Context: an optimization exercise on an open-source flow, tuned for small area and a short achievable clock period. The choices shown serve that exercise and are no tape-out recipe. At most, simulation tests tie the RTL to the original design; equivalence was not proved. No functional check of the RTL was part of run 5. Power figures rest on the tool's default switching activity, not on a simulated workload.

==> design/flow/config.mk <==
export PLATFORM = sky130hd
export DESIGN_NAME = speedometer
export DESIGN_NICKNAME = speedometer
export VERILOG_FILES = /design/flow/design.v
export SDC_FILE = /design/flow/constraint.sdc
export NUM_CORES = 4
export LEC_CHECK = 0
export ABC_AREA = 1
export CAP_MARGIN = 20
export CORE_MARGIN = 2
export CORE_UTILIZATION = 60
export CTS_BUF_LIST = sky130_fd_sc_hd__clkbuf_8
export SLEW_MARGIN = 20
==> design/flow/constraint.sdc <==
create_clock -name core_clock -period 150.0 [get_ports {clk}]
set_input_delay 30.0000 -clock core_clock [delete_from_list [all_inputs] [get_ports {clk}]]
set_output_delay 30.0000 -clock core_clock [all_outputs]
set_load 0.01 [all_outputs]
==> design/flow/design.v <==
module testSpeed
(
	input clk_50Mhz,
	input rst,
	input speedInfrac,
	output reg [13:0] outSpeed
);
reg [15:0] cnt;		 
reg [4:0] circleCnt;	 
reg last;
wire edge_ = speedInfrac & ~last;
wire meas = &circleCnt;
wire tmo = cnt[15] & cnt[14] & cnt[9] & cnt[8] & cnt[6] & cnt[4];
wire [15:0] ncnt = ~cnt;
wire [15:0] dv14;
genvar gv14;
generate for (gv14 = 0; gv14 < 16; gv14 = gv14 + 1) begin : dec14
	assign dv14[gv14] = cnt[3:0] == gv14;
end endgenerate
wire [3:0] tab14;
assign tab14[0] = dv14[2] | dv14[6] | dv14[8];
assign tab14[1] = dv14[3] | dv14[6] | dv14[7] | dv14[10] | dv14[11] | dv14[12] | dv14[13] | dv14[14] | dv14[15];
assign tab14[2] = dv14[5];
assign tab14[3] = dv14[10] | dv14[11] | dv14[12] | dv14[13] | dv14[14] | dv14[15];
wire big14 = |cnt[15:4];	 
wire [3:0] r14 = big14 ? 4'd10 : tab14[3:0];
wire [4:0] t13 = {r14, 1'b1};
wire [4:0] n13 = ncnt[4:0];
wire [5:0] c13;
wire [4:0] d13;
assign c13[0] = 1'b0;
genvar g13;
generate for (g13 = 0; g13 < 5; g13 = g13 + 1) begin : row13
	assign d13[g13] = t13[g13] ^ n13[g13] ^ c13[g13];
	assign c13[g13+1] = (t13[g13] & n13[g13]) | (t13[g13] & c13[g13]) | (n13[g13] & c13[g13]);
end endgenerate
wire q13 = ~|cnt[15:5] & c13[5];
wire [4:0] r13 = q13 ? d13[4:0] : t13[4:0];
wire [5:0] t12 = {r13, 1'b0};
wire [5:0] n12 = ncnt[5:0];
wire [6:0] c12;
wire [5:0] d12;
assign c12[0] = 1'b0;
genvar g12;
generate for (g12 = 0; g12 < 6; g12 = g12 + 1) begin : row12
	assign d12[g12] = t12[g12] ^ n12[g12] ^ c12[g12];
	assign c12[g12+1] = (t12[g12] & n12[g12]) | (t12[g12] & c12[g12]) | (n12[g12] & c12[g12]);
end endgenerate
wire q12 = ~|cnt[15:6] & c12[6];
wire [5:0] r12 = q12 ? d12[5:0] : t12[5:0];
wire [6:0] t11 = {r12, 1'b0};
wire [6:0] n11 = ncnt[6:0];
wire [7:0] c11;
wire [6:0] d11;
assign c11[0] = 1'b0;
genvar g11;
generate for (g11 = 0; g11 < 7; g11 = g11 + 1) begin : row11
	assign d11[g11] = t11[g11] ^ n11[g11] ^ c11[g11];
	assign c11[g11+1] = (t11[g11] & n11[g11]) | (t11[g11] & c11[g11]) | (n11[g11] & c11[g11]);
end endgenerate
wire q11 = ~|cnt[15:7] & c11[7];
wire [6:0] r11 = q11 ? d11[6:0] : t11[6:0];
wire [7:0] t10 = {r11, 1'b0};
wire [7:0] n10 = ncnt[7:0];
wire [8:0] c10;
wire [7:0] d10;
assign c10[0] = 1'b0;
genvar g10;
generate for (g10 = 0; g10 < 8; g10 = g10 + 1) begin : row10
	assign d10[g10] = t10[g10] ^ n10[g10] ^ c10[g10];
	assign c10[g10+1] = (t10[g10] & n10[g10]) | (t10[g10] & c10[g10]) | (n10[g10] & c10[g10]);
end endgenerate
wire q10 = ~|cnt[15:8] & c10[8];
wire [7:0] r10 = q10 ? d10[7:0] : t10[7:0];
reg [7:0] p10;
always @(posedge clk_50Mhz) p10 <= r10;
reg pq13_0;
always @(posedge clk_50Mhz) pq13_0 <= q13 | tmo;
reg pq12_0;
always @(posedge clk_50Mhz) pq12_0 <= q12 | tmo;
reg pq11_0;
always @(posedge clk_50Mhz) pq11_0 <= q11 | tmo;
reg pq10_0;
always @(posedge clk_50Mhz) pq10_0 <= q10 | tmo;
wire [8:0] t9 = {p10, 1'b1};
wire [8:0] n9 = ncnt[8:0];
wire [9:0] c9;
wire [8:0] d9;
assign c9[0] = 1'b1;
genvar g9;
generate for (g9 = 0; g9 < 9; g9 = g9 + 1) begin : row9
	assign d9[g9] = t9[g9] ^ n9[g9] ^ c9[g9];
	assign c9[g9+1] = (t9[g9] & n9[g9]) | (t9[g9] & c9[g9]) | (n9[g9] & c9[g9]);
end endgenerate
wire q9 = ~|cnt[15:9] & c9[9];
wire [8:0] r9 = q9 ? d9[8:0] : t9[8:0];
wire [9:0] t8 = {r9, 1'b0};
wire [9:0] n8 = ncnt[9:0];
wire [10:0] c8;
wire [9:0] d8;
assign c8[0] = 1'b1;
genvar g8;
generate for (g8 = 0; g8 < 10; g8 = g8 + 1) begin : row8
	assign d8[g8] = t8[g8] ^ n8[g8] ^ c8[g8];
	assign c8[g8+1] = (t8[g8] & n8[g8]) | (t8[g8] & c8[g8]) | (n8[g8] & c8[g8]);
end endgenerate
wire q8 = ~|cnt[15:10] & c8[10];
wire [9:0] r8 = q8 ? d8[9:0] : t8[9:0];
wire [10:0] t7 = {r8, 1'b1};
wire [10:0] n7 = ncnt[10:0];
wire [11:0] c7;
wire [10:0] d7;
assign c7[0] = 1'b1;
genvar g7;
generate for (g7 = 0; g7 < 11; g7 = g7 + 1) begin : row7
	assign d7[g7] = t7[g7] ^ n7[g7] ^ c7[g7];
	assign c7[g7+1] = (t7[g7] & n7[g7]) | (t7[g7] & c7[g7]) | (n7[g7] & c7[g7]);
end endgenerate
wire q7 = ~|cnt[15:11] & c7[11];
wire [10:0] r7 = q7 ? d7[10:0] : t7[10:0];
wire [11:0] t6 = {r7, 1'b1};
wire [11:0] n6 = ncnt[11:0];
wire [12:0] c6;
wire [11:0] d6;
assign c6[0] = 1'b1;
genvar g6;
generate for (g6 = 0; g6 < 12; g6 = g6 + 1) begin : row6
	assign d6[g6] = t6[g6] ^ n6[g6] ^ c6[g6];
	assign c6[g6+1] = (t6[g6] & n6[g6]) | (t6[g6] & c6[g6]) | (n6[g6] & c6[g6]);
end endgenerate
wire q6 = ~|cnt[15:12] & c6[12];
wire [11:0] r6 = q6 ? d6[11:0] : t6[11:0];
wire [12:0] t5 = {r6, 1'b1};
wire [12:0] n5 = ncnt[12:0];
wire [13:0] c5;
wire [12:0] d5;
assign c5[0] = 1'b1;
genvar g5;
generate for (g5 = 0; g5 < 13; g5 = g5 + 1) begin : row5
	assign d5[g5] = t5[g5] ^ n5[g5] ^ c5[g5];
	assign c5[g5+1] = (t5[g5] & n5[g5]) | (t5[g5] & c5[g5]) | (n5[g5] & c5[g5]);
end endgenerate
wire q5 = ~|cnt[15:13] & c5[13];
wire [12:0] r5 = q5 ? d5[12:0] : t5[12:0];
reg [12:0] p5;
always @(posedge clk_50Mhz) p5 <= r5;
reg pq13_1;
always @(posedge clk_50Mhz) pq13_1 <= pq13_0;
reg pq12_1;
always @(posedge clk_50Mhz) pq12_1 <= pq12_0;
reg pq11_1;
always @(posedge clk_50Mhz) pq11_1 <= pq11_0;
reg pq10_1;
always @(posedge clk_50Mhz) pq10_1 <= pq10_0;
reg pq9_1;
always @(posedge clk_50Mhz) pq9_1 <= q9;
reg pq8_1;
always @(posedge clk_50Mhz) pq8_1 <= q8;
reg pq7_1;
always @(posedge clk_50Mhz) pq7_1 <= q7;
reg pq6_1;
always @(posedge clk_50Mhz) pq6_1 <= q6;
reg pq5_1;
always @(posedge clk_50Mhz) pq5_1 <= q5;
wire [13:0] t4 = {p5, 1'b1};
wire [13:0] n4 = ncnt[13:0];
wire [14:0] c4;
wire [13:0] d4;
assign c4[0] = 1'b1;
genvar g4;
generate for (g4 = 0; g4 < 14; g4 = g4 + 1) begin : row4
	assign d4[g4] = t4[g4] ^ n4[g4] ^ c4[g4];
	assign c4[g4+1] = (t4[g4] & n4[g4]) | (t4[g4] & c4[g4]) | (n4[g4] & c4[g4]);
end endgenerate
wire q4 = ~|cnt[15:14] & c4[14];
wire [13:0] r4 = q4 ? d4[13:0] : t4[13:0];
wire [14:0] t3 = {r4, 1'b0};
wire [14:0] n3 = ncnt[14:0];
wire [15:0] c3;
wire [14:0] d3;
assign c3[0] = 1'b1;
genvar g3;
generate for (g3 = 0; g3 < 15; g3 = g3 + 1) begin : row3
	assign d3[g3] = t3[g3] ^ n3[g3] ^ c3[g3];
	assign c3[g3+1] = (t3[g3] & n3[g3]) | (t3[g3] & c3[g3]) | (n3[g3] & c3[g3]);
end endgenerate
wire q3 = ~|cnt[15:15] & c3[15];
wire [14:0] r3 = q3 ? d3[14:0] : t3[14:0];
wire [15:0] t2 = {r3, 1'b0};
wire [15:0] n2 = ncnt[15:0];
wire [16:0] c2;
wire [15:0] d2;
assign c2[0] = 1'b1;
genvar g2;
generate for (g2 = 0; g2 < 16; g2 = g2 + 1) begin : row2
	assign d2[g2] = t2[g2] ^ n2[g2] ^ c2[g2];
	assign c2[g2+1] = (t2[g2] & n2[g2]) | (t2[g2] & c2[g2]) | (n2[g2] & c2[g2]);
end endgenerate
wire q2 = 1'b1 & c2[16];
wire [15:0] r2 = q2 ? d2[15:0] : t2[15:0];
wire [16:0] t1 = {r2, 1'b1};
wire [16:0] n1 = {{1{1'b1}}, ncnt[15:0]};
wire [17:0] c1;
wire [16:0] d1;
assign c1[0] = 1'b1;
genvar g1;
generate for (g1 = 0; g1 < 17; g1 = g1 + 1) begin : row1
	assign d1[g1] = t1[g1] ^ n1[g1] ^ c1[g1];
	assign c1[g1+1] = (t1[g1] & n1[g1]) | (t1[g1] & c1[g1]) | (n1[g1] & c1[g1]);
end endgenerate
wire q1 = 1'b1 & c1[17];
wire [15:0] r1 = q1 ? d1[15:0] : t1[15:0];
wire [16:0] t0 = {r1, 1'b1};
wire [16:0] n0 = {{1{1'b1}}, ncnt[15:0]};
wire [17:0] c0;
wire [16:0] d0;
assign c0[0] = 1'b1;
genvar g0;
generate for (g0 = 0; g0 < 17; g0 = g0 + 1) begin : row0
	assign d0[g0] = t0[g0] ^ n0[g0] ^ c0[g0];
	assign c0[g0+1] = (t0[g0] & n0[g0]) | (t0[g0] & c0[g0]) | (n0[g0] & c0[g0]);
end endgenerate
wire q0 = 1'b1 & c0[17];
wire [13:0] quo = {pq13_1, pq12_1, pq11_1, pq10_1, pq9_1, pq8_1, pq7_1, pq6_1, pq5_1, q4, q3, q2, q1, q0};
always @(posedge clk_50Mhz) begin
	if (rst) begin
		last <= 1'b1;
		outSpeed <= 14'd9999;
		cnt <= 16'd0;
		circleCnt <= 5'd0;
	end
	else begin
		if (edge_)
			circleCnt <= circleCnt + 5'd1;
		else if (meas) begin
			circleCnt <= 5'd0;
			outSpeed <= quo;	 
			cnt <= 16'd0;
		end
		else if (!tmo)
			cnt <= cnt + 16'd1;
		else begin
			cnt <= 16'd0;
			outSpeed <= 14'd0;
		end
		last <= speedInfrac;
	end
end
endmodule
module Digital(clk_16k, rst, A, OL, DIG);
	input clk_16k;
	input rst;
	input [13:0] A;
	output reg [6:0] OL;
	output reg [3:0] DIG;
	reg [3:0] dig;
	function [3:0] add3;
		input [3:0] x;
		reg ge5;
		begin
			ge5 = x[3] | (x[2] & (x[1] | x[0]));
			add3[3] = ge5;
			add3[2] = (x[2] & ~x[1] & ~x[0]) | (x[3] & x[0]);
			add3[1] = (x[1] & (~x[2] | x[0])) | (x[3] & ~x[0]);
			add3[0] = x[0] ^ ge5;
		end
	endfunction
	reg [19:0] bcd;
	integer i;
	always @* begin
		bcd = 20'd0;
		for (i = 13; i >= 0; i = i - 1) begin
			bcd[3:0] = add3(bcd[3:0]);
			bcd[7:4] = add3(bcd[7:4]);
			bcd[11:8] = add3(bcd[11:8]);
			bcd[15:12] = add3(bcd[15:12]);
			bcd = {bcd[18:0], A[i]};
		end
	end
	wire [3:0] thou = bcd[15:12] + (bcd[16] ? 4'd10 : 4'd0);
	always @(posedge clk_16k) begin
		if (rst) begin
			dig <= 4'hf;
			DIG <= 4'b0000;
		end
		else begin
			DIG <= {DIG[0], DIG[3] | ~|DIG, DIG[2], DIG[1]};
			if (DIG[0]) dig <= thou;
			else if (DIG[1]) dig <= bcd[3:0];
			else if (DIG[2]) dig <= bcd[7:4];
			else dig <= bcd[11:8];
		end
	end
	wire [15:0] dd;
	genvar k;
	generate for (k = 0; k < 16; k = k + 1) begin : dec
		assign dd[k] = dig == k;
	end endgenerate
	always @* begin
		OL[6] = dd[0] | dd[2] | dd[3] | dd[5] | dd[6] | dd[7] | dd[8] | dd[9];
		OL[5] = dd[0] | dd[1] | dd[2] | dd[3] | dd[4] | dd[7] | dd[8] | dd[9];
		OL[4] = dd[0] | dd[1] | dd[3] | dd[4] | dd[5] | dd[6] | dd[7] | dd[8] | dd[9];
		OL[3] = dd[0] | dd[2] | dd[3] | dd[5] | dd[6] | dd[8] | dd[9];
		OL[2] = dd[0] | dd[2] | dd[6] | dd[8];
		OL[1] = dd[0] | dd[4] | dd[5] | dd[6] | dd[8] | dd[9];
		OL[0] = dd[2] | dd[3] | dd[4] | dd[5] | dd[6] | dd[8] | dd[9];
	end
endmodule
module speedometer
(
	input clk,
	input rst,
	input speedInfrac,
	output [13:0] outSpeed,
	output [6:0] OL,
	output [3:0] DIG
);
testSpeed u_speed
(
	.clk_50Mhz(clk),
	.rst(rst),
	.speedInfrac(speedInfrac),
	.outSpeed(outSpeed)
);
Digital u_disp
(
	.clk_16k(clk),
	.rst(rst),
	.A(outSpeed),
	.OL(OL),
	.DIG(DIG)
);
endmodule
==> design/flow/flow/run.sh <==
#!/bin/bash
set -euo pipefail
rm -rf scripts_area
cp -r "$FLOW_HOME/scripts" scripts_area
printf 'strash\ndc2\ndch\namap\n' > scripts_area/abc_area.script
bash standard.sh SCRIPTS_DIR="$PWD/scripts_area" \
  CTS_ARGS="-sink_clustering_enable -repair_clock_nets -buf_list sky130_fd_sc_hd__clkbuf_8 -sink_clustering_size 30 -sink_clustering_max_diameter 100 -dont_use_dummy_load" \
  BUFFER_PORTS_ARGS="-buffer_cell sky130_fd_sc_hd__buf_1" finish > standard_flow.log 2>&1
==> design/flow/standard.sh <==
#!/bin/bash
# synth_recipe.tcl (not shown) runs the flow's synth.tcl, then flattens the netlist and writes it again
# the make line also repeats each setting of config.mk as NAME=value (left out here)
make -C /OpenROAD-flow-scripts/flow DESIGN_CONFIG=/design/flow/config.mk WORK_HOME=/design/flow/orfs CLKGATE_MAP_FILE= SYNTH_SCRIPT=/design/flow/synth_recipe.tcl "${@:-finish}"
==> impl_metrics.env, run 1 <==
export IMPL_drt_vias_per_instance=6.25
export IMPL_cp_common_cell="nor2_1"
export IMPL_drive_above_1_share_pct=3.15
export IMPL_pre_cts_slack_ns=117.78
export IMPL_r2r_end="u_speed.outSpeed[0]"
export IMPL_crit_arrival_ns=32.12
export IMPL_fin_crit_sh_pct=21.2
export IMPL_cp_required_ns=150.27
export IMPL_p_leak_uw=0.00299
export IMPL_final_common_cell="fa_1"
export IMPL_regToRegSetupSlack_ns=121.37
export IMPL_synth_warnings=2
export IMPL_timing_worst_setup_path_type="in -> reg"
export IMPL_cp_cell_sequence="buf_1, nor2b_1, nor2_1, nor2_1, clkinv_1, a221oi_1"
export IMPL_path_buf_inv=2
export IMPL_cts_setup_buffers=0
export IMPL_cts_repair_resize_count=0
export IMPL_dp_hpwl_mm=15.1
export IMPL_cts_buffers=9
export IMPL_clk_path_buf_depth=2
export IMPL_slew_violations=0
export IMPL_totalWireLength_mm=19.0
export IMPL_fp_coreArea_sq_um=12500
export IMPL_ys_top_cells_by_area="fa_1 (32%), dfxtp_1 (21%), o22a_1 (7.9%)"
export IMPL_synth_edff_count=0
export IMPL_tightest_slew_ns=0.783
export IMPL_fillers=1080
export IMPL_rsz0062_at_grt="no"
export IMPL_syn_mean_instance_area_sq_um=9.06
export IMPL_holdCritStartpoint="u_speed.pq11_0"
export IMPL_antenna_found_initial=0
export IMPL_gp_congestion=0.862
export IMPL_nets=1029
export IMPL_ios=28
export IMPL_reg2reg_from="u_speed.cnt[2]"
export IMPL_worst_path_max_fanout=17
export IMPL_grt_overflow=0
export IMPL_stdcell_count=1060
export IMPL_setup_tns_ns=0
export IMPL_fin_worst_skew_ns=0.0344
export IMPL_startpoint_type="input port"
export IMPL_die_area_sq_um=13500
export IMPL_hold_path_class="reg -> reg"
export IMPL_yosys_area_top_type_share_pct=31.5
export IMPL_die_h_microns=116
export IMPL_cts_hold_buf=0
export IMPL_async_reset_ff_share_pct=0
export IMPL_die_width_microns=116
export IMPL_start_util_pct=60.6
export IMPL_whs_endpoint="u_speed.pq11_1"
export IMPL_areaGrowthSynthToFinish_pct=7.71
export IMPL_crit_path_start="speedInfrac"
export IMPL_final_antenna_net_count=0
export IMPL_drc=0
export IMPL_critPathSlowestCell="nor2b_1"
export IMPL_placementRows=41
export IMPL_min_path_cells=0
export IMPL_layout_setup_ws_ns=118.15
export IMPL_ys_types=38
export IMPL_ir_drop_mv=0.00738
export IMPL_cts_tree="done"
export IMPL_clkLatencyLatePin_ns=0.39
export IMPL_num_vias=6621
export IMPL_maxCapViolations=0
export IMPL_layout_common_cells="fa_1 (119), clkinv_1 (113), nor2_1 (109)"
export IMPL_slew_headroom_pct=47.4
export IMPL_ys_ff_latch=78
export IMPL_place_inst=1051
export IMPL_setup_viol=0
export IMPL_grt_pass1_wl_mm=32.1
export IMPL_seq_area_frac_synth_pct=20.7
export IMPL_cts_root_buf="clkbuf_8"
export IMPL_crit_path_end_kind="register"
export IMPL_synth_ff_type="dfxtp_1"
export IMPL_yosys_area_top_type="fa_1"
export IMPL_fmax_mhz=31.4
export IMPL_max_stage_delay_ns=0.49
export IMPL_grt_use_total_pct=30.8
export IMPL_hold_violations=0
export IMPL_drtIter0Drc=429
export IMPL_diodes=0
export IMPL_wire_per_inst_microns=17.9
export IMPL_r2r_cells=95
export IMPL_io_buffers=27
export IMPL_clkTransAtPathRegs_ns=0.07
export IMPL_synth_area_sq_um=7560
export IMPL_cp_top_family="simple AND/OR/NAND/NOR gates"
export IMPL_power_density_nw_per_um2=11.2
export IMPL_synth_nets=973
export IMPL_dr_pass1_iters=5
export IMPL_grt_pass1_vias=6624
export IMPL_period_needed_ns=31.85
export IMPL_grt_max_degree=19
export IMPL_syn_inst=834
export IMPL_outcome="no timing/DRC/antenna violations"
export IMPL_cts_sinks=78
export IMPL_h_tree_depth=3
cell usage after synthesis, types with 7 or more instances:
master,count
nand2_1,35
clkinv_1,113
nor2b_1,9
o22a_1,68
a21oi_1,43
o221ai_1,10
o21ai_0,40
o22ai_1,85
ha_1,17
or2_0,12
nand3_1,7
fa_1,119
a22oi_1,12
a211oi_1,7
a22o_1,7
dfxtp_1,78
nor3_1,13
o21a_1,9
nor2_1,109
through the flow:
step	total power, uW	hold WS, ns	instance area (sq um)	utilization (%)
2_1_floorplan	68.0	0.310	7560	-
3_3_place_gp	76.6	0.312	8020	64.3
3_5_place_dp	79.1	0.312	8020	64.3
4_1_cts	92.0	0.328	8140	65.3
5_1_grt	101	0.337	8140	65.3
6_report	91.4	0.328	8140	65.3
cell families after synthesis:
family,after synthesis,synth area share (%)
buffers and inverters,113,5.61
adders and majority gates,136,34.3
AOI/OAI and AO/OA,304,27.6
DFF,78,20.7
and+or+nand+nor,203,11.8
power by group:
group / internal, uW / leakage (uW) / switching (uW)
logic: 23.0 / 0.00229 / 28.4
registers: 24.5 / 0.000641 / 2.93
clock network: 5.36 / 0.0000647 / 7.24
metal layers:
layer,routed length [microns],vias up,GRT usage (%)
met4,421,0,10.2
li1,-,3142,-
met2,9830,178,54.1
met1,7890,3266,38.4
met5,0,-,0
met3,883,35,5.60
flip-flops by register name, indices dropped and copies added (netlist names), 4 cells and up:
name               count
u_speed.cnt           16
u_speed.outSpeed      14
u_speed.p5            13
u_speed.p10            8
u_speed.circleCnt      5
u_disp.DIG             4
u_disp.dig             4
worst max-delay path by stage:
stage	end	slack (ns)	depth (start not counted)
after floorplan	u_speed.cnt[14]	118.13	13
final	u_speed.cnt[8]	118.15	6
after CTS	u_speed.cnt[8]	118.18	6
after detailed placement	u_speed.cnt[8]	117.78	6
after global placement	u_speed.cnt[14]	117.87	14
after global routing	u_speed.cnt[14]	117.83	14
layout make-up:
| type | count | area, sq um | share of cell area [%] |
|---|---|---|---|
| Sequential cell | 78 | 1560 | 19.2 |
| Inverter | 113 | 424 | 5.21 |
| Clock buffer | 9 | 124 | 1.52 |
| Multi-Input combinational cell | 643 | 5580 | 68.5 |
| Tap cell | 172 | 215 | 2.64 |
| Timing Repair Buffer | 45 | 236 | 2.90 |
==> run 2: changes to the inputs <==
--- a/design/flow/config.mk
+++ b/design/flow/config.mk
@@ -8,6 +8,6 @@
 export ABC_AREA = 1
 export CAP_MARGIN = 20
 export CORE_MARGIN = 2
-export CORE_UTILIZATION = 60
+export CORE_UTILIZATION = 50
 export CTS_BUF_LIST = sky130_fd_sc_hd__clkbuf_8
 export SLEW_MARGIN = 20
==> impl_metrics.env, run 2 <==
export IMPL_synth_xor_area_share_pct=0
export IMPL_r2r_cells=93
export IMPL_final_common_cell="fa_1"
export IMPL_synth_top_family_by_area="adder cells"
export IMPL_fin_worst_skew_ns=0.0243
export IMPL_synth_nets=973
export IMPL_p_switching_uw=38.8
export IMPL_timing_worst_setup_path_type="in -> reg"
export IMPL_ir_drop_mv=0.00692
export IMPL_totalWireLength_mm=20.0
export IMPL_synth_edff_count=0
export IMPL_grt_max_degree=18
export IMPL_rsz0062_at_grt="no"
export IMPL_ys_types=38
export IMPL_synth_adder_area_share_pct=34.3
export IMPL_whs_ns=0.328
export IMPL_setup_tns_ns=0
export IMPL_synth_warnings=2
export IMPL_crit_arrival_ns=32.18
export IMPL_largest_reg_flops=16
export IMPL_final_antenna_net_count=0
export IMPL_synth_ff_type="dfxtp_1"
export IMPL_cts_root_buf="clkbuf_8"
export IMPL_io_buffers=27
export IMPL_cts_setup_buffers=0
export IMPL_muxShareOfSynthArea_pct=0
export IMPL_pwr_share_comb_pct=56.8
export IMPL_grt_pass1_vias=6724
export IMPL_worst_path_max_fanout=17
export IMPL_synth_area_sq_um=7560
export IMPL_layout_common_cells="fa_1 (119), clkinv_1 (113), nor2_1 (109)"
export IMPL_synth_simple_area_share_pct=11.8
export IMPL_slew_violations=0
export IMPL_period_needed_ns=31.92
export IMPL_cts_hold_buf=0
export IMPL_wire_per_inst_microns=18.6
export IMPL_syn_inst=834
export IMPL_fp_coreArea_sq_um=14600
export IMPL_cp_required_ns=150.26
export IMPL_clkLatencyLatePin_ns=0.38
export IMPL_crit_path_end_kind="register"
export IMPL_outcome="no timing/DRC/antenna violations"
export IMPL_pre_cts_slack_ns=117.71
export IMPL_top_register="u_speed.cnt"
export IMPL_min_path_cells=0
export IMPL_yosys_area_top_type="fa_1"
export IMPL_die_area_sq_um=16100
export IMPL_h_tree_depth=3
export IMPL_holdCritStartpoint="u_speed.pq10_0"
export IMPL_cts_tree="done"
export IMPL_top_regs="u_speed.cnt: 16 flops, u_speed.outSpeed: 14 flops, u_speed.p5: 13 flops"
export IMPL_ys_ff_latch=78
export IMPL_intPower_uw=52.8
export IMPL_antenna_found_initial=0
export IMPL_maxCapViolations=0
export IMPL_dr_pass1_iters=5
export IMPL_synth_compound_area_share_pct=27.6
export IMPL_die_h_microns=127
export IMPL_hold_path_class="reg -> reg"
export IMPL_hold_violations=0
export IMPL_p_clk_share_pct=13.7
export IMPL_grt_use_total_pct=26.8
export IMPL_p_sw_share_pct=42.4
export IMPL_startpoint_type="input port"
export IMPL_crit_path_start="speedInfrac"
export IMPL_num_vias=6594
export IMPL_yosys_area_top_type_share_pct=31.5
export IMPL_cts_buffers=9
export IMPL_diodes=0
export IMPL_clk_path_buf_depth=2
export IMPL_gp_congestion=0.826
export IMPL_ios=28
export IMPL_grt_overflow=0
export IMPL_start_util_pct=51.6
export IMPL_p_leak_uw=0.00299
export IMPL_areaGrowthSynthToFinish_pct=7.90
export IMPL_dp_hpwl_mm=15.7
export IMPL_placementRows=44
export IMPL_synth_commonest_cells="fa_1 (119), clkinv_1 (113), nor2_1 (109), o22ai_1 (85), dfxtp_1 (78)"
export IMPL_drc=0
export IMPL_grt_pass1_wl_mm=34.2
export IMPL_drive_above_1_share_pct=3.15
export IMPL_drt_vias_per_instance=6.15
export IMPL_tightest_slew_ns=0.894
export IMPL_layout_setup_ws_ns=118.08
export IMPL_syn_mean_instance_area_sq_um=9.06
export IMPL_slew_headroom_pct=38.9
export IMPL_nets=1029
export IMPL_cts_repair_resize_count=0
export IMPL_async_reset_ff_share_pct=0
export IMPL_pwr_share_seq_pct=29.6
export IMPL_power_density_nw_per_um2=11.2
export IMPL_clkTransAtPathRegs_ns=0.06
export IMPL_ys_top_cells_by_area="fa_1 (32%), dfxtp_1 (21%), o22a_1 (7.9%)"
export IMPL_cts_sinks=78
export IMPL_die_width_microns=127
export IMPL_yosysMostFrequentCell="fa_1"
export IMPL_reg2reg_from="u_speed.cnt[2]"
export IMPL_drtIter0Drc=465
export IMPL_seq_area_frac_synth_pct=20.7
export IMPL_fmax_mhz=31.3
export IMPL_fin_crit_sh_pct=21.3
export IMPL_setup_viol=0
[run 2: cell types whose count changed in the layout (fill, tap and decap cells not counted)]
cell	before	now
a2111oi_1	1	0
a2111oi_0	0	1
[run 2: worst max-delay path: stages]
cell and delay (ns):
buf_1 0.09, nor2b_1 0.54, nor2_1 0.34, nor2_1 0.33
clkinv_1 0.50, a221oi_1 0.37
[run 2: cell type report]
cell class | instances | area, sq um
Inverter | 113 | 424
Tap cell | 184 | 230
Multi-Input combinational cell | 643 | 5580
Fill cell | 1362 | 6490
Timing Repair Buffer | 45 | 236
Clock buffer | 9 | 124
Sequential cell | 78 | 1560
[run 2: path summary, 6_finish.rpt]
path | end | slack (ns)
max reg2reg | u_speed.outSpeed[0] | 121.30
max | u_speed.cnt[8] | 118.08
min | u_speed.pq10_1 | 0.33
min reg2reg | u_speed.pq10_1 | 0.33
[run 2: logic make-up after synthesis]
kind of cell             Yosys count
buffers and inverters            113
flip-flops                        78
adder cells (fa/ha/maj)          136
AO/OA/AOI/OAI                    304
AND/OR/NAND/NOR                  203
[run 2: layer usage]
metal | vias to the layer above | GRT usage, % | part of all wire [%] | wire [microns]
met2 | 156 | 45.7 | 49 | 9860
met4 | 0 | 8.47 | 2.5 | 494
met1 | 3247 | 35.7 | 44 | 8850
met5 | - | 0 | 0 | 0
li1 | 3154 | - | - | -
met3 | 37 | 3.75 | 3.9 | 779
[run 2: power by group through the flow]
stage	sequential, uW	clock (uW)	combinational [uW]
6_report	27.1	12.6	52.0
3_3_place_gp	27.5	0	49.4
3_5_place_dp	27.6	0	52.0
4_1_cts	27.2	12.9	52.5
5_1_grt	27.7	13.6	60.5
2_1_floorplan	27.3	0	40.7
[run 2: through the flow]
stage | power [uW] | cells | utilization (%) | area (sq um)
floorplan | 68.0 | 834 | - | 7560
global placement | 76.9 | 1063 | 54.8 | 8030
global route | 102 | 1072 | 55.7 | 8160
detailed placement | 79.6 | 1063 | 54.8 | 8030
finish | 91.7 | 1072 | 55.7 | 8160
CTS | 92.6 | 1072 | 55.7 | 8160
==> run 3: changes to the inputs <==
==> design/flow/flow/run.sh (replaced) <==
#!/bin/bash
set -euo pipefail
rm -rf scripts_area
cp -r "$FLOW_HOME/scripts" scripts_area
printf 'strash\ndc2\ndch\namap\n' > scripts_area/abc_area.script
bash standard.sh SCRIPTS_DIR="$PWD/scripts_area" \
  CTS_ARGS="-sink_clustering_enable -repair_clock_nets -buf_list sky130_fd_sc_hd__clkbuf_8 -sink_clustering_size 30 -sink_clustering_max_diameter 100 -dont_use_dummy_load" \
  BUFFER_PORTS_ARGS="-buffer_cell sky130_fd_sc_hd__buf_1" \
  POST_GLOBAL_PLACE_TCL="$PWD/flow/inbuf.tcl" finish > standard_flow.log 2>&1
==> design/flow/flow/inbuf.tcl (new file) <==
# After port buffering: the input ports' buffers (not the clock's) become
# buf_4, so that rst and speedInfrac reach their many loads sooner.
set block [ord::get_db_block]
foreach bterm [$block getBTerms] {
  if {[$bterm getIoType] != "INPUT" || [$bterm getName] == "clk"} { continue }
  set net [$bterm getNet]
  if {$net == "NULL"} { continue }
  foreach iterm [$net getITerms] {
    set inst [$iterm getInst]
    set master [[$inst getMaster] getName]
    if {[string match "sky130_fd_sc_hd__buf_1" $master]} {
      puts "inbuf: [$inst getName] ($master) on [$bterm getName] -> sky130_fd_sc_hd__buf_4"
      replace_cell [$inst getName] sky130_fd_sc_hd__buf_4
    }
  }
}
--- a/design/flow/config.mk
+++ b/design/flow/config.mk
@@ -8,6 +8,6 @@
 export ABC_AREA = 1
 export CAP_MARGIN = 20
 export CORE_MARGIN = 2
-export CORE_UTILIZATION = 50
+export CORE_UTILIZATION = 60
 export CTS_BUF_LIST = sky130_fd_sc_hd__clkbuf_8
 export SLEW_MARGIN = 20
==> impl_metrics.env, run 3 <==
export IMPL_outcome="no timing/DRC/antenna violations"
export IMPL_synth_warnings=2
export IMPL_grt_use_total_pct=30.6
export IMPL_synth_nets=973
export IMPL_slew_violations=0
export IMPL_tightest_slew_ns=0.918
export IMPL_grt_pass1_vias=6643
export IMPL_clkTransAtPathRegs_ns=0.10
export IMPL_yosysMostFrequentCell="fa_1"
export IMPL_drc=0
export IMPL_ios=28
export IMPL_place_inst=1051
export IMPL_maxCapViolations=0
export IMPL_synth_edff_count=0
export IMPL_ys_ff_latch=78
export IMPL_slew_headroom_pct=37.2
export IMPL_grt_overflow=0
export IMPL_rsz0062_at_grt="no"
export IMPL_largest_reg_flops=16
export IMPL_fp_coreArea_sq_um=12500
export IMPL_design_area_sq_um=8150
export IMPL_syn_mean_instance_area_sq_um=9.06
export IMPL_crit_path_end_kind="register"
export IMPL_dr_pass1_iters=5
export IMPL_io_buffers=27
export IMPL_placementRows=41
export IMPL_regToRegSetupSlack_ns=121.49
export IMPL_top_register="u_speed.cnt"
export IMPL_cts_tree="done"
export IMPL_synth_area_sq_um=7560
export IMPL_min_path_cells=0
export IMPL_holdCritStartpoint="u_speed.pq13_0"
export IMPL_r2r_cells=95
export IMPL_cts_buffers=9
export IMPL_cts_root_buf="clkbuf_8"
export IMPL_drive_above_1_share_pct=3.38
export IMPL_whs_endpoint="u_speed.pq13_1"
export IMPL_drt_vias_per_instance=6.25
export IMPL_cp_required_ns=150.28
export IMPL_setup_viol=0
export IMPL_final_antenna_net_count=0
export IMPL_fin_util_pct=65.4
export IMPL_top_regs="u_speed.cnt: 16 flops, u_speed.outSpeed: 14 flops, u_speed.p5: 13 flops"
export IMPL_start_util_pct=60.6
export IMPL_antenna_found_initial=0
export IMPL_ys_top_cells_by_area="fa_1 (32%), dfxtp_1 (21%), o22a_1 (7.9%)"
export IMPL_die_h_microns=116
export IMPL_fin_crit_sh_pct=21.2
export IMPL_ys_types=38
export IMPL_nets=1029
export IMPL_r2r_end="u_speed.outSpeed[0]"
export IMPL_placed_cell_area_sq_um=8020
export IMPL_areaGrowthSynthToFinish_pct=7.80
export IMPL_reg2reg_from="u_speed.cnt[2]"
export IMPL_whs_ns=0.329
export IMPL_stdcell_count=1060
export IMPL_worst_path_max_fanout=9
export IMPL_synth_commonest_cells="fa_1 (119), clkinv_1 (113), nor2_1 (109), o22ai_1 (85), dfxtp_1 (78)"
export IMPL_cts_sinks=78
export IMPL_num_vias=6629
export IMPL_dp_hpwl_mm=15.2
export IMPL_hold_violations=0
export IMPL_power_density_nw_per_um2=11.2
export IMPL_layout_common_cells="fa_1 (119), clkinv_1 (113), nor2_1 (109)"
export IMPL_timing_worst_setup_path_type="in -> reg"
export IMPL_cts_hold_buf=0
export IMPL_clkLatencyLatePin_ns=0.39
export IMPL_clk_path_buf_depth=2
export IMPL_yosys_area_top_type_share_pct=31.5
export IMPL_period_needed_ns=31.86
export IMPL_totalWireLength_mm=19.0
export IMPL_hold_path_class="reg -> reg"
export IMPL_fin_worst_skew_ns=0.0355
export IMPL_setup_tns_ns=0
export IMPL_die_width_microns=116
export IMPL_final_common_cell="fa_1"
export IMPL_startpoint_type="input port"
export IMPL_seq_area_frac_synth_pct=20.7
export IMPL_drtIter0Drc=418
export IMPL_cts_setup_buffers=0
export IMPL_crit_arrival_ns=32.15
export IMPL_cts_repair_resize_count=0
export IMPL_yosys_area_top_type="fa_1"
export IMPL_grt_max_degree=19
export IMPL_fmax_mhz=31.4
export IMPL_ir_drop_mv=0.00805
export IMPL_syn_inst=834
export IMPL_synth_ff_type="dfxtp_1"
export IMPL_async_reset_ff_share_pct=0
export IMPL_diodes=0
export IMPL_grt_pass1_wl_mm=32.0
export IMPL_p_leak_uw=0.00300
export IMPL_h_tree_depth=3
export IMPL_wire_per_inst_microns=17.9
export IMPL_die_area_sq_um=13500
==> run 3: worst max path at each step <==
stage | slack, ns | startpoint | endpoint | cells past startpoint
floorplan | 118.13 | speedInfrac | u_speed.cnt[14] | 13
global placement | 117.87 | speedInfrac | u_speed.cnt[14] | 14
detailed placement | 117.73 | speedInfrac | u_speed.cnt[0] | 6
CTS | 118.12 | speedInfrac | u_speed.cnt[8] | 6
global route | 117.87 | speedInfrac | u_speed.cnt[14] | 14
finish | 118.14 | speedInfrac | u_speed.cnt[14] | 14
==> run 3: cell families (layout without fill, tap and decap cells) <==
group                      count (synthesis)  in the layout  synth area share, %
AOI/OAI and AO/OA                        304            304                 27.6
buffers and inverters                    113            167                 5.61
and+or+nand+nor                          203            203                 11.8
adders and majority gates                136            136                 34.3
DFF                                       78             78                 20.7
==> run 3: through the flow <==
stage          setup WS, ns  total power, uW
4_1_cts              118.12             92.0
3_5_place_dp         117.73             79.3
6_report             118.14             91.3
3_3_place_gp         117.87             76.6
5_1_grt              117.87              101
2_1_floorplan        118.13             68.0
==> run 3: final cells by class <==
cell class	instances	area (sq um)
Tap cell	172	215
Timing Repair Buffer	45	244
Multi-Input combinational cell	643	5580
Sequential cell	78	1560
Fill cell	1068	4320
Clock buffer	9	124
Inverter	113	424
==> run 3: layer usage <==
layer	routed length (microns)	track usage (%)	vias to the layer above
met3	802	5.14	33
met2	9800	54.8	161
met5	0	0	-
met4	452	9.92	0
met1	7920	37.8	3282
li1	-	-	3153
==> run 3: worst max-delay path, stage by stage <==
cell,delay (ns)
buf_4,0.11
nor2b_1,0.21
nor2_1,0.17
clkinv_1,0.10
nor3_1,0.23
nand2_1,0.10
nor2_1,0.12
nand2_1,0.09
nor2_1,0.15
clkinv_1,0.12
nor4_1,0.36
nand2_1,0.12
o21ai_0,0.19
a21oi_1,0.06
==> run 3: where the power goes <==
group          switching, uW  internal [uW]  total [uW]
Clock                   7.35           5.36        12.7
Sequential              2.89           24.5        27.4
Combinational           28.2           23.0        51.2
Total                   38.5           52.9        91.3
==> run 4: changes to the inputs <==
==> design/flow/flow/run.sh (replaced) <==
#!/bin/bash
set -euo pipefail
rm -rf scripts_area
cp -r "$FLOW_HOME/scripts" scripts_area
printf 'strash\ndc2\ndch\namap\n' > scripts_area/abc_area.script
bash standard.sh SCRIPTS_DIR="$PWD/scripts_area" \
  CTS_ARGS="-sink_clustering_enable -repair_clock_nets -buf_list sky130_fd_sc_hd__clkbuf_8 -sink_clustering_size 30 -sink_clustering_max_diameter 100 -dont_use_dummy_load" \
  BUFFER_PORTS_ARGS="-buffer_cell sky130_fd_sc_hd__buf_1" \
  POST_GLOBAL_PLACE_TCL="$PWD/flow/insize.tcl" finish > standard_flow.log 2>&1
==> design/flow/flow/insize.tcl (new file) <==
# After global placement: in the logic fed by the data inputs (rst and
# speedInfrac, which arrive late in the cycle), size each gate that drives
# four or more pins up to its 2x drive version, so that these signals reach
# the registers sooner.  Flip-flops and the clock are not touched.
set block [ord::get_db_block]
proc insize_out_net {inst} {
  foreach it [$inst getITerms] {
    if {[$it isOutputSignal]} { return [$it getNet] }
  }
  return "NULL"
}
set frontier {}
foreach bterm [$block getBTerms] {
  if {[$bterm getIoType] != "INPUT" || [$bterm getName] == "clk"} { continue }
  set net [$bterm getNet]
  if {$net != "NULL"} { lappend frontier $net }
}
set seen [dict create]
set sized 0
for {set depth 0} {$depth < 12 && [llength $frontier] > 0} {incr depth} {
  set next {}
  foreach net $frontier {
    foreach it [$net getITerms] {
      if {![$it isInputSignal]} { continue }
      set inst [$it getInst]
      set name [$inst getName]
      if {[dict exists $seen $name]} { continue }
      dict set seen $name 1
      set master [[$inst getMaster] getName]
      if {[string match "*__df*" $master] || [string match "*__edf*" $master]} { continue }
      set on [insize_out_net $inst]
      if {$on == "NULL"} { continue }
      set fanout 0
      foreach lit [$on getITerms] { if {[$lit isInputSignal]} { incr fanout } }
      if {$fanout >= 4 && [regexp {^(sky130_fd_sc_hd__[a-z0-9]+)_(0|1)$} $master -> base drive]} {
        set new "${base}_2"
        if {[llength [get_lib_cells -quiet $new]] > 0} {
          puts "insize: $name $master -> $new (fanout $fanout)"
          replace_cell $name $new
          incr sized
        }
      }
      lappend next $on
    }
  }
  set frontier $next
}
puts "insize: $sized cells sized up"
removed: design/flow/flow/inbuf.tcl
==> impl_metrics.env, run 4 <==
export IMPL_cp_required_ns=150.29
export IMPL_areaGrowthSynthToFinish_pct=8.01
export IMPL_setup_viol=0
export IMPL_die_h_microns=116
export IMPL_design_area_sq_um=8160
export IMPL_slew_headroom_pct=46.3
export IMPL_hold_violations=0
export IMPL_grt_pass1_wl_mm=32.4
export IMPL_cts_repair_resize_count=0
export IMPL_whs_ns=0.325
export IMPL_regArea_sq_um=1560
export IMPL_top_regs="u_speed.cnt: 16 flops, u_speed.outSpeed: 14 flops, u_speed.p5: 13 flops"
export IMPL_maxCapViolations=0
export IMPL_final_common_cell="fa_1"
export IMPL_timing_worst_setup_path_type="in -> reg"
export IMPL_fin_crit_sh_pct=21.2
export IMPL_fp_coreArea_sq_um=12500
export IMPL_fillers=1101
export IMPL_clkTransAtPathRegs_ns=0.10
export IMPL_slew_violations=0
export IMPL_holdCritStartpoint="u_speed.pq13_0"
export IMPL_antenna_found_initial=0
export IMPL_rsz0062_at_grt="no"
export IMPL_dp_hpwl_mm=15.2
export IMPL_layout_common_cells="fa_1 (119), clkinv_1 (110), nor2_1 (106)"
export IMPL_yosysMostFrequentCell="fa_1"
export IMPL_diodes=0
export IMPL_synth_area_sq_um=7560
export IMPL_r2r_cells=95
export IMPL_yosys_area_top_type="fa_1"
export IMPL_syn_inst=834
export IMPL_cts_tree="done"
export IMPL_start_util_pct=60.6
export IMPL_crit_path_end_kind="register"
export IMPL_multi_input_comb_area_sq_um=5600
export IMPL_reg2reg_from="u_speed.cnt[2]"
export IMPL_nets=1029
export IMPL_clkLatencyLatePin_ns=0.40
export IMPL_seq_area_frac_synth_pct=20.7
export IMPL_ios=28
export IMPL_cts_hold_buf=0
export IMPL_h_tree_depth=3
export IMPL_period_needed_ns=31.81
export IMPL_synth_nets=973
export IMPL_r2r_end="u_speed.outSpeed[0]"
export IMPL_final_antenna_net_count=0
export IMPL_outcome="no timing/DRC/antenna violations"
export IMPL_setup_tns_ns=0
export IMPL_worst_path_max_fanout=9
export IMPL_grt_overflow=0
export IMPL_synth_edff_count=0
export IMPL_hold_path_class="reg -> reg"
export IMPL_crit_arrival_ns=32.10
export IMPL_cts_sinks=78
export IMPL_top_register="u_speed.cnt"
export IMPL_syn_mean_instance_area_sq_um=9.06
export IMPL_die_width_microns=116
export IMPL_drt_vias_per_instance=6.30
export IMPL_synth_ff_type="dfxtp_1"
export IMPL_ir_drop_mv=0.00771
export IMPL_wire_per_inst_microns=18.1
export IMPL_drtIter0Drc=432
export IMPL_ys_types=38
export IMPL_ys_ff_latch=78
export IMPL_grt_use_total_pct=31.0
export IMPL_cts_root_buf="clkbuf_8"
export IMPL_dr_pass1_iters=5
export IMPL_drive_above_1_share_pct=4.28
export IMPL_cts_setup_buffers=0
export IMPL_totalWireLength_mm=19.1
export IMPL_async_reset_ff_share_pct=0
export IMPL_placementRows=41
export IMPL_regToRegSetupSlack_ns=121.36
export IMPL_power_density_nw_per_um2=11.2
export IMPL_grt_max_degree=19
export IMPL_num_vias=6682
export IMPL_die_area_sq_um=13500
export IMPL_place_inst=1051
export IMPL_stdcell_count=1060
export IMPL_crit_path_start="speedInfrac"
export IMPL_largest_reg_flops=16
export IMPL_placed_cell_area_sq_um=8040
export IMPL_io_buffers=27
export IMPL_drc=0
export IMPL_fin_worst_skew_ns=0.0328
export IMPL_p_leak_uw=0.00300
export IMPL_startpoint_type="input port"
export IMPL_synth_commonest_cells="fa_1 (119), clkinv_1 (113), nor2_1 (109), o22ai_1 (85), dfxtp_1 (78)"
export IMPL_clk_path_buf_depth=2
export IMPL_yosys_area_top_type_share_pct=31.5
export IMPL_grt_pass1_vias=6688
export IMPL_synth_warnings=2
export IMPL_fmax_mhz=31.4
export IMPL_cts_buffers=9
export IMPL_tightest_slew_ns=0.800
export IMPL_ys_top_cells_by_area="fa_1 (32%), dfxtp_1 (21%), o22a_1 (7.9%)"
export IMPL_crit_path_end="u_speed.cnt[14]"
run 4: cell counts after synthesis:
No cell type changed its count.
run 4: report_power, final:
| group | internal [uW] | total, uW | switching, uW |
|---|---|---|---|
| Sequential | 24.5 | 27.4 | 2.89 |
| Clock | 5.36 | 12.7 | 7.36 |
| Combinational | 23.1 | 51.5 | 28.4 |
run 4: kinds of logic after synthesis:
group	synth area share (%)
flip-flops	20.7
buffers and inverters	5.61
AND/OR/NAND/NOR	11.8
adder cells (fa/ha/maj)	34.3
AO/OA/AOI/OAI	27.6
run 4: layout make-up:
cell class	instances	share of cell area [%]
flip-flops and latches	78	19.1
repair buffers	45	2.91
clock buffers	9	1.52
well taps	172	2.64
multi-input cells	643	68.6
inverters	113	5.24
run 4: how the worst min path moves through the flow:
stage | slack [ns] | end | cells past startpoint
6_report | 0.33 | u_speed.pq13_1 | 0
5_1_grt | 0.34 | u_speed.pq13_1 | 0
4_1_cts | 0.33 | u_speed.pq13_1 | 0
3_5_place_dp | 0.31 | u_speed.pq10_1 | 0
3_3_place_gp | 0.31 | u_speed.pq13_1 | 0
2_1_floorplan | 0.31 | u_speed.pq10_1 | 0
run 4: through the flow:
| stage | utilization [%] | setup WS (ns) | power [uW] |
|---|---|---|---|
| 3_5_place_dp | 64.5 | 117.82 | 79.4 |
| 3_3_place_gp | 64.3 | 117.87 | 76.6 |
| 5_1_grt | 65.5 | 117.88 | 101 |
| 2_1_floorplan | - | 118.13 | 68.0 |
| 6_report | 65.5 | 118.19 | 91.6 |
| 4_1_cts | 65.5 | 118.23 | 92.3 |
run 4: routing by layer:
metal | track usage, % | up-vias | share of wire [%]
met1 | 38.5 | 3320 | 41
met3 | 4.62 | 31 | 5.0
met4 | 9.37 | 0 | 1.9
met5 | 0 | - | 0
met2 | 55.9 | 184 | 52
li1 | - | 3147 | -
run 4: critical path, stage by stage:
cell and delay [ns]:
buf_1 0.08, nor2b_2 0.21, nor2_1 0.15, clkinv_1 0.10
nor3_1 0.22, nand2_1 0.10, nor2_1 0.12, nand2_1 0.09
nor2_1 0.15, clkinv_1 0.13, nor4_1 0.38, nand2_1 0.12
o21ai_0 0.19, a21oi_1 0.07
==> run 5: changes to the inputs <==
--- a/design/flow/design.v
+++ b/design/flow/design.v
@@ -3,10 +3,10 @@
 	input clk_50Mhz,
 	input rst,
 	input speedInfrac,
-	output reg [13:0] outSpeed
+	output [13:0] outSpeed
 );
-reg [15:0] cnt;		 
-reg [4:0] circleCnt;	 
+wire [15:0] cnt;	 
+wire [4:0] circleCnt;	 
 reg last;
 wire edge_ = speedInfrac & ~last;
 wire meas = &circleCnt;
@@ -72,21 +72,11 @@
 end endgenerate
 wire q10 = ~|cnt[15:8] & c10[8];
 wire [7:0] r10 = q10 ? d10[7:0] : t10[7:0];
-reg [7:0] p10;
-always @(posedge clk_50Mhz) p10 <= r10;
-reg pq13_0;
-always @(posedge clk_50Mhz) pq13_0 <= q13 | tmo;
-reg pq12_0;
-always @(posedge clk_50Mhz) pq12_0 <= q12 | tmo;
-reg pq11_0;
-always @(posedge clk_50Mhz) pq11_0 <= q11 | tmo;
-reg pq10_0;
-always @(posedge clk_50Mhz) pq10_0 <= q10 | tmo;
-wire [8:0] t9 = {p10, 1'b1};
+wire [8:0] t9 = {r10, 1'b1};
 wire [8:0] n9 = ncnt[8:0];
 wire [9:0] c9;
 wire [8:0] d9;
-assign c9[0] = 1'b1;
+assign c9[0] = 1'b0;
 genvar g9;
 generate for (g9 = 0; g9 < 9; g9 = g9 + 1) begin : row9
 	assign d9[g9] = t9[g9] ^ n9[g9] ^ c9[g9];
@@ -94,7 +84,19 @@
 end endgenerate
 wire q9 = ~|cnt[15:9] & c9[9];
 wire [8:0] r9 = q9 ? d9[8:0] : t9[8:0];
-wire [9:0] t8 = {r9, 1'b0};
+reg [8:0] p9;
+always @(posedge clk_50Mhz) p9 <= r9;
+reg pq13_0;
+always @(posedge clk_50Mhz) pq13_0 <= q13 | tmo;
+reg pq12_0;
+always @(posedge clk_50Mhz) pq12_0 <= q12 | tmo;
+reg pq11_0;
+always @(posedge clk_50Mhz) pq11_0 <= q11 | tmo;
+reg pq10_0;
+always @(posedge clk_50Mhz) pq10_0 <= q10 | tmo;
+reg pq9_0;
+always @(posedge clk_50Mhz) pq9_0 <= q9 | tmo;
+wire [9:0] t8 = {p9, 1'b0};
 wire [9:0] n8 = ncnt[9:0];
 wire [10:0] c8;
 wire [9:0] d8;
@@ -142,8 +144,20 @@
 end endgenerate
 wire q5 = ~|cnt[15:13] & c5[13];
 wire [12:0] r5 = q5 ? d5[12:0] : t5[12:0];
-reg [12:0] p5;
-always @(posedge clk_50Mhz) p5 <= r5;
+wire [13:0] t4 = {r5, 1'b1};
+wire [13:0] n4 = ncnt[13:0];
+wire [14:0] c4;
+wire [13:0] d4;
+assign c4[0] = 1'b1;
+genvar g4;
+generate for (g4 = 0; g4 < 14; g4 = g4 + 1) begin : row4
+	assign d4[g4] = t4[g4] ^ n4[g4] ^ c4[g4];
+	assign c4[g4+1] = (t4[g4] & n4[g4]) | (t4[g4] & c4[g4]) | (n4[g4] & c4[g4]);
+end endgenerate
+wire q4 = ~|cnt[15:14] & c4[14];
+wire [13:0] r4 = q4 ? d4[13:0] : t4[13:0];
+reg [13:0] p4;
+always @(posedge clk_50Mhz) p4 <= r4;
 reg pq13_1;
 always @(posedge clk_50Mhz) pq13_1 <= pq13_0;
 reg pq12_1;
@@ -153,7 +167,7 @@
 reg pq10_1;
 always @(posedge clk_50Mhz) pq10_1 <= pq10_0;
 reg pq9_1;
-always @(posedge clk_50Mhz) pq9_1 <= q9;
+always @(posedge clk_50Mhz) pq9_1 <= pq9_0;
 reg pq8_1;
 always @(posedge clk_50Mhz) pq8_1 <= q8;
 reg pq7_1;
@@ -162,19 +176,9 @@
 always @(posedge clk_50Mhz) pq6_1 <= q6;
 reg pq5_1;
 always @(posedge clk_50Mhz) pq5_1 <= q5;
-wire [13:0] t4 = {p5, 1'b1};
-wire [13:0] n4 = ncnt[13:0];
-wire [14:0] c4;
-wire [13:0] d4;
-assign c4[0] = 1'b1;
-genvar g4;
-generate for (g4 = 0; g4 < 14; g4 = g4 + 1) begin : row4
-	assign d4[g4] = t4[g4] ^ n4[g4] ^ c4[g4];
-	assign c4[g4+1] = (t4[g4] & n4[g4]) | (t4[g4] & c4[g4]) | (n4[g4] & c4[g4]);
-end endgenerate
-wire q4 = ~|cnt[15:14] & c4[14];
-wire [13:0] r4 = q4 ? d4[13:0] : t4[13:0];
-wire [14:0] t3 = {r4, 1'b0};
+reg pq4_1;
+always @(posedge clk_50Mhz) pq4_1 <= q4;
+wire [14:0] t3 = {p4, 1'b0};
 wire [14:0] n3 = ncnt[14:0];
 wire [15:0] c3;
 wire [14:0] d3;
@@ -221,29 +225,71 @@
 	assign c0[g0+1] = (t0[g0] & n0[g0]) | (t0[g0] & c0[g0]) | (n0[g0] & c0[g0]);
 end endgenerate
 wire q0 = 1'b1 & c0[17];
-wire [13:0] quo = {pq13_1, pq12_1, pq11_1, pq10_1, pq9_1, pq8_1, pq7_1, pq6_1, pq5_1, q4, q3, q2, q1, q0};
+wire [13:0] quo = {pq13_1, pq12_1, pq11_1, pq10_1, pq9_1, pq8_1, pq7_1, pq6_1, pq5_1, pq4_1, q3, q2, q1, q0};
+wire [15:0] cnt_n = (meas | tmo) ? 16'd0 : cnt + 16'd1;
+ccReg u_cc (.clk(clk_50Mhz), .rst(rst), .s(speedInfrac), .last(last), .meas(meas), .q(circleCnt));
+cntReg u_cnt (.clk(clk_50Mhz), .rst(rst), .s(speedInfrac), .last(last), .n(cnt_n), .q(cnt));
+osReg u_os (.clk(clk_50Mhz), .rst(rst), .s(speedInfrac), .last(last), .meas(meas), .tmo(tmo), .quo(quo), .q(outSpeed));
 always @(posedge clk_50Mhz) begin
-	if (rst) begin
+	if (rst)
 		last <= 1'b1;
-		outSpeed <= 14'd9999;
-		cnt <= 16'd0;
-		circleCnt <= 5'd0;
-	end
-	else begin
-		if (edge_)
-			circleCnt <= circleCnt + 5'd1;
-		else if (meas) begin
-			circleCnt <= 5'd0;
-			outSpeed <= quo;	 
-			cnt <= 16'd0;
-		end
-		else if (!tmo)
-			cnt <= cnt + 16'd1;
-		else begin
-			cnt <= 16'd0;
-			outSpeed <= 14'd0;
-		end
+	else
 		last <= speedInfrac;
+end
+endmodule
+module ccReg
+(
+	input clk,
+	input rst,
+	input s,
+	input last,
+	input meas,
+	output reg [4:0] q
+);
+always @(posedge clk) begin
+	if (rst)
+		q <= 5'd0;
+	else if (s & ~last)
+		q <= q + 5'd1;
+	else if (meas)
+		q <= 5'd0;
+end
+endmodule
+module cntReg
+(
+	input clk,
+	input rst,
+	input s,
+	input last,
+	input [15:0] n,
+	output reg [15:0] q
+);
+always @(posedge clk) begin
+	if (rst)
+		q <= 16'd0;
+	else if (!(s & ~last))
+		q <= n;
+end
+endmodule
+module osReg
+(
+	input clk,
+	input rst,
+	input s,
+	input last,
+	input meas,
+	input tmo,
+	input [13:0] quo,
+	output reg [13:0] q
+);
+always @(posedge clk) begin
+	if (rst)
+		q <= 14'd9999;
+	else if (!(s & ~last)) begin
+		if (meas)
+			q <= quo;	 
+		else if (tmo)
+			q <= 14'd0;
 	end
 end
 endmodule
@@ -252,8 +298,8 @@
 	input rst;
 	input [13:0] A;
 	output reg [6:0] OL;
-	output reg [3:0] DIG;
-	reg [3:0] dig;
+	output [3:0] DIG;
+	wire [3:0] dig;
 	function [3:0] add3;
 		input [3:0] x;
 		reg ge5;
@@ -278,19 +324,9 @@
 		end
 	end
 	wire [3:0] thou = bcd[15:12] + (bcd[16] ? 4'd10 : 4'd0);
-	always @(posedge clk_16k) begin
-		if (rst) begin
-			dig <= 4'hf;
-			DIG <= 4'b0000;
-		end
-		else begin
-			DIG <= {DIG[0], DIG[3] | ~|DIG, DIG[2], DIG[1]};
-			if (DIG[0]) dig <= thou;
-			else if (DIG[1]) dig <= bcd[3:0];
-			else if (DIG[2]) dig <= bcd[7:4];
-			else dig <= bcd[11:8];
-		end
-	end
+	wire [3:0] DIG_n = {DIG[0], DIG[3] | ~|DIG, DIG[2], DIG[1]};
+	wire [3:0] dig_n = DIG[0] ? thou : DIG[1] ? bcd[3:0] : DIG[2] ? bcd[7:4] : bcd[11:8];
+	digReg u_reg (.clk(clk_16k), .rst(rst), .n({DIG_n, dig_n}), .q({DIG, dig}));
 	wire [15:0] dd;
 	genvar k;
 	generate for (k = 0; k < 16; k = k + 1) begin : dec
@@ -306,6 +342,20 @@
 		OL[0] = dd[2] | dd[3] | dd[4] | dd[5] | dd[6] | dd[8] | dd[9];
 	end
 endmodule
+module digReg
+(
+	input clk,
+	input rst,
+	input [7:0] n,
+	output reg [7:0] q
+);
+always @(posedge clk) begin
+	if (rst)
+		q <= 8'h0f;
+	else
+		q <= n;
+end
+endmodule
 module speedometer
 (
 	input clk,
==> design/flow/flow/run.sh (replaced) <==
#!/bin/bash
set -euo pipefail
rm -rf scripts_area
cp -r "$FLOW_HOME/scripts" scripts_area
printf 'strash\ndch\nmap -a\n' > scripts_area/abc_area.script
bash standard.sh SCRIPTS_DIR="$PWD/scripts_area" \
  SYNTH_KEEP_MODULES="ccReg cntReg osReg digReg" \
  BUFFER_PORTS_ARGS="-buffer_cell sky130_fd_sc_hd__buf_1" finish > standard_flow.log 2>&1
removed: design/flow/flow/insize.tcl
==> impl_metrics.env, run 5 <==
export IMPL_cts_sinks=82
export IMPL_final_antenna_net_count=0
export IMPL_setup_tns_ns=0
export IMPL_nets=1267
export IMPL_areaGrowthSynthToFinish_pct=7.68
export IMPL_outcome="no timing/DRC/antenna violations"
export IMPL_synth_area_sq_um=8360
export IMPL_maxCapViolations=0
export IMPL_timing_worst_setup_path_type="reg -> out"
export IMPL_tightest_slew_ns=0.745
export IMPL_drt_vias_per_instance=5.53
export IMPL_setup_viol=0
export IMPL_slew_headroom_pct=50.4
export IMPL_cts_repair_resize_count=0
export IMPL_yosysMostFrequentCell="nand2_1"
export IMPL_r2r_cells=72
export IMPL_clkLatencyLatePin_ns=0.38
export IMPL_power_density_nw_per_um2=10.4
export IMPL_h_tree_depth=3
export IMPL_ir_drop_mv=0.00940
export IMPL_dp_hpwl_mm=15.3
export IMPL_r2r_end="u_speed.p4[4]"
export IMPL_p_leak_uw=0.00374
export IMPL_grt_max_degree=38
export IMPL_slew_violations=0
export IMPL_gp_congestion=0.821
export IMPL_synth_edff_count=0
export IMPL_drc=0
export IMPL_worst_path_max_fanout=5
export IMPL_hold_path_class="reg -> reg"
export IMPL_ys_ff_latch=82
export IMPL_async_reset_ff_share_pct=0
export IMPL_synth_ff_type="dfxtp_1"
export IMPL_synth_commonest_cells="nand2_1 (270), clkinv_1 (135), nor2_1 (124), fa_1 (119), dfxtp_1 (82)"
export IMPL_die_area_sq_um=14900
export IMPL_ys_top_cells_by_area="fa_1 (28%), dfxtp_1 (20%), nand2_1 (12%)"
export IMPL_die_h_microns=122
export IMPL_totalWireLength_mm=18.9
export IMPL_crit_path_end_kind="output pin"
export IMPL_top_regs="u_speed.u_cnt.q: 16 flops, u_speed.p4: 14 flops, u_speed.u_os.q: 14 flops"
export IMPL_cts_hold_buf=0
export IMPL_wire_per_inst_microns=14.4
export IMPL_yosys_area_top_type="fa_1"
export IMPL_rsz0062_at_grt="no"
export IMPL_fin_crit_sh_pct=21.0
export IMPL_synth_nets=1212
export IMPL_antenna_found_initial=0
export IMPL_period_needed_ns=31.54
export IMPL_start_util_pct=60.9
export IMPL_largest_reg_flops=16
export IMPL_syn_mean_instance_area_sq_um=7.79
export IMPL_num_vias=7269
export IMPL_drtIter0Drc=402
export IMPL_design_area_sq_um=9000
export IMPL_yosys_area_top_type_share_pct=28.5
export IMPL_clk_path_buf_depth=2
export IMPL_place_inst=1298
export IMPL_diodes=0
export IMPL_fmax_mhz=31.7
export IMPL_io_buffers=27
export IMPL_stdcell_count=1314
export IMPL_dr_pass1_iters=5
export IMPL_synth_warnings=6
export IMPL_whs_endpoint="u_speed.pq10_1"
export IMPL_cp_required_ns=120.00
export IMPL_crit_arrival_ns=1.54
export IMPL_cts_root_buf="clkbuf_8"
export IMPL_ios=28
export IMPL_grt_pass1_wl_mm=33.0
export IMPL_fp_coreArea_sq_um=13700
export IMPL_grt_overflow=0
export IMPL_cts_setup_buffers=0
export IMPL_fin_worst_skew_ns=0.0144
export IMPL_hold_violations=0
export IMPL_drive_above_1_share_pct=4.67
export IMPL_placed_cell_area_sq_um=8820
export IMPL_placementRows=43
export IMPL_top_register="u_speed.u_cnt.q"
export IMPL_reg2reg_from="u_speed.u_cnt.q[1]"
export IMPL_total_power_uw=94.0
export IMPL_min_path_cells=0
export IMPL_holdCritStartpoint="u_speed.pq10_0"
export IMPL_seq_area_frac_synth_pct=19.6
export IMPL_clkTransAtPathRegs_ns=0.09
export IMPL_cts_tree="done"
export IMPL_cts_buffers=9
export IMPL_syn_inst=1074
export IMPL_grt_use_total_pct=28.2
export IMPL_ys_types=33
export IMPL_die_width_microns=122
export IMPL_startpoint_type="register"
export IMPL_regToRegSetupSlack_ns=121.92
export IMPL_layout_common_cells="nand2_1 (270), clkinv_1 (135), nor2_1 (122)"
export IMPL_grt_pass1_vias=7019
export IMPL_final_common_cell="nand2_1"
## run 5: metrics by stage
stage	worst slack, ns	utilization (%)	hold WS, ns
after CTS	118.23	65.6	0.335
final	118.46	65.6	0.333
after detailed placement	117.81	64.3	0.313
after floorplan	118.61	-	0.310
after global routing	118.29	65.6	0.334
after global placement	117.83	64.3	0.312
## run 5: how the worst max path moves through the flow
stage	startpoint	endpoint	slack, ns	depth (start not counted)
floorplan	speedInfrac	u_speed.u_cnt.q[0]	118.61	5
global placement	speedInfrac	u_speed.u_cnt.q[13]	117.83	6
detailed placement	speedInfrac	u_speed.u_cnt.q[9]	117.81	6
CTS	speedInfrac	u_speed.u_cnt.q[9]	118.23	6
global route	u_disp.u_reg.q[2]	OL[5]	118.29	5
finish	u_disp.u_reg.q[2]	OL[5]	118.46	5
## run 5: logic make-up after synthesis
group	share of synthesized area [%]
AND/OR/NAND/NOR	21.4
AO/OA/AOI/OAI	14.6
adder cells (fa/ha/maj)	31.6
buffers and inverters	6.06
flip-flops	19.6
multiplexers	4.46
XOR/XNOR	2.30
## run 5: Yosys stat by module, one instance, submodules excluded
module | flip-flops and latches | area (sq um) | times used
speedometer | 39 | 6920 | 1
cntReg | 16 | 532 | 1
osReg | 14 | 465 | 1
ccReg | 5 | 228 | 1
digReg | 8 | 215 | 1
## run 5: worst max-delay path: stages (launching register included)
cell       delay, ns
dfxtp_1         0.40
clkinv_1        0.08
nor2_1          0.24
nand3_1         0.14
o2111ai_1       0.13
buf_1           0.17
## run 5: final cells by class
type,count,area [sq um]
clock inverter,7,53.8
fill,1282,4720
inverter,135,507
timing repair buffer,44,230
clock buffer,9,124
tap,180,225
multi-input combinational,857,6220
sequential,82,1640
## run 5: layer usage
metal  vias to the layer above  GRT usage (%)  share of wire [%]
met5                         -              0                  0
li1                       3648              -                  -
met1                      3489           36.0                 45
met2                       106           49.4                 50
met4                         0           8.41                1.9
met3                        26           4.68                3.8
## run 5: power breakdown
part / internal (uW) / leakage, uW / total [uW] / switching, uW
sequential: 25.5 / 0.000674 / 28.2 / 2.69
combinational: 19.9 / 0.00298 / 50.6 / 30.7
clock: 6.15 / 0.0000880 / 15.2 / 9.09
total: 51.5 / 0.00374 / 94.0 / 42.5

## port drivers added, routing unchanged
No port has a modelled driver above. Below, the same layouts with a new extraction and two added sets of constraints. Step 1: set_driving_cell puts a clkbuf_16 on clk and a buf_2 on each other input, an assumption about the parent block. Step 2 also shifts input and output timing later by t, the mid clock arrival at the registers, as if the neighbouring blocks saw the same clock. a / b / c = ideal ports / drivers / drivers and shift; a / b = the first two.
run | t, ns | slack for setup (ns) | hold slack, ns | cell pins on the clock port's net
run 1 | 0.412 | 118.147 / 118.161 / 117.748 | 0.328 / 0.328 / 0.328 | 1
run 2 | 0.405 | 118.078 / 118.092 / 117.687 | 0.328 / 0.328 / 0.328 | 1
run 3 | 0.407 | 118.137 / 118.150 / 117.743 | 0.329 / 0.329 / 0.329 | 1
run 4 | 0.416 | 118.188 / 118.205 / 117.789 | 0.325 / 0.325 / 0.325 | 1
run 5 | 0.414 | 118.457 / 118.419 / 118.199 | 0.333 / 0.333 / 0.333 | 1
After both steps every run listed still meets setup and hold.
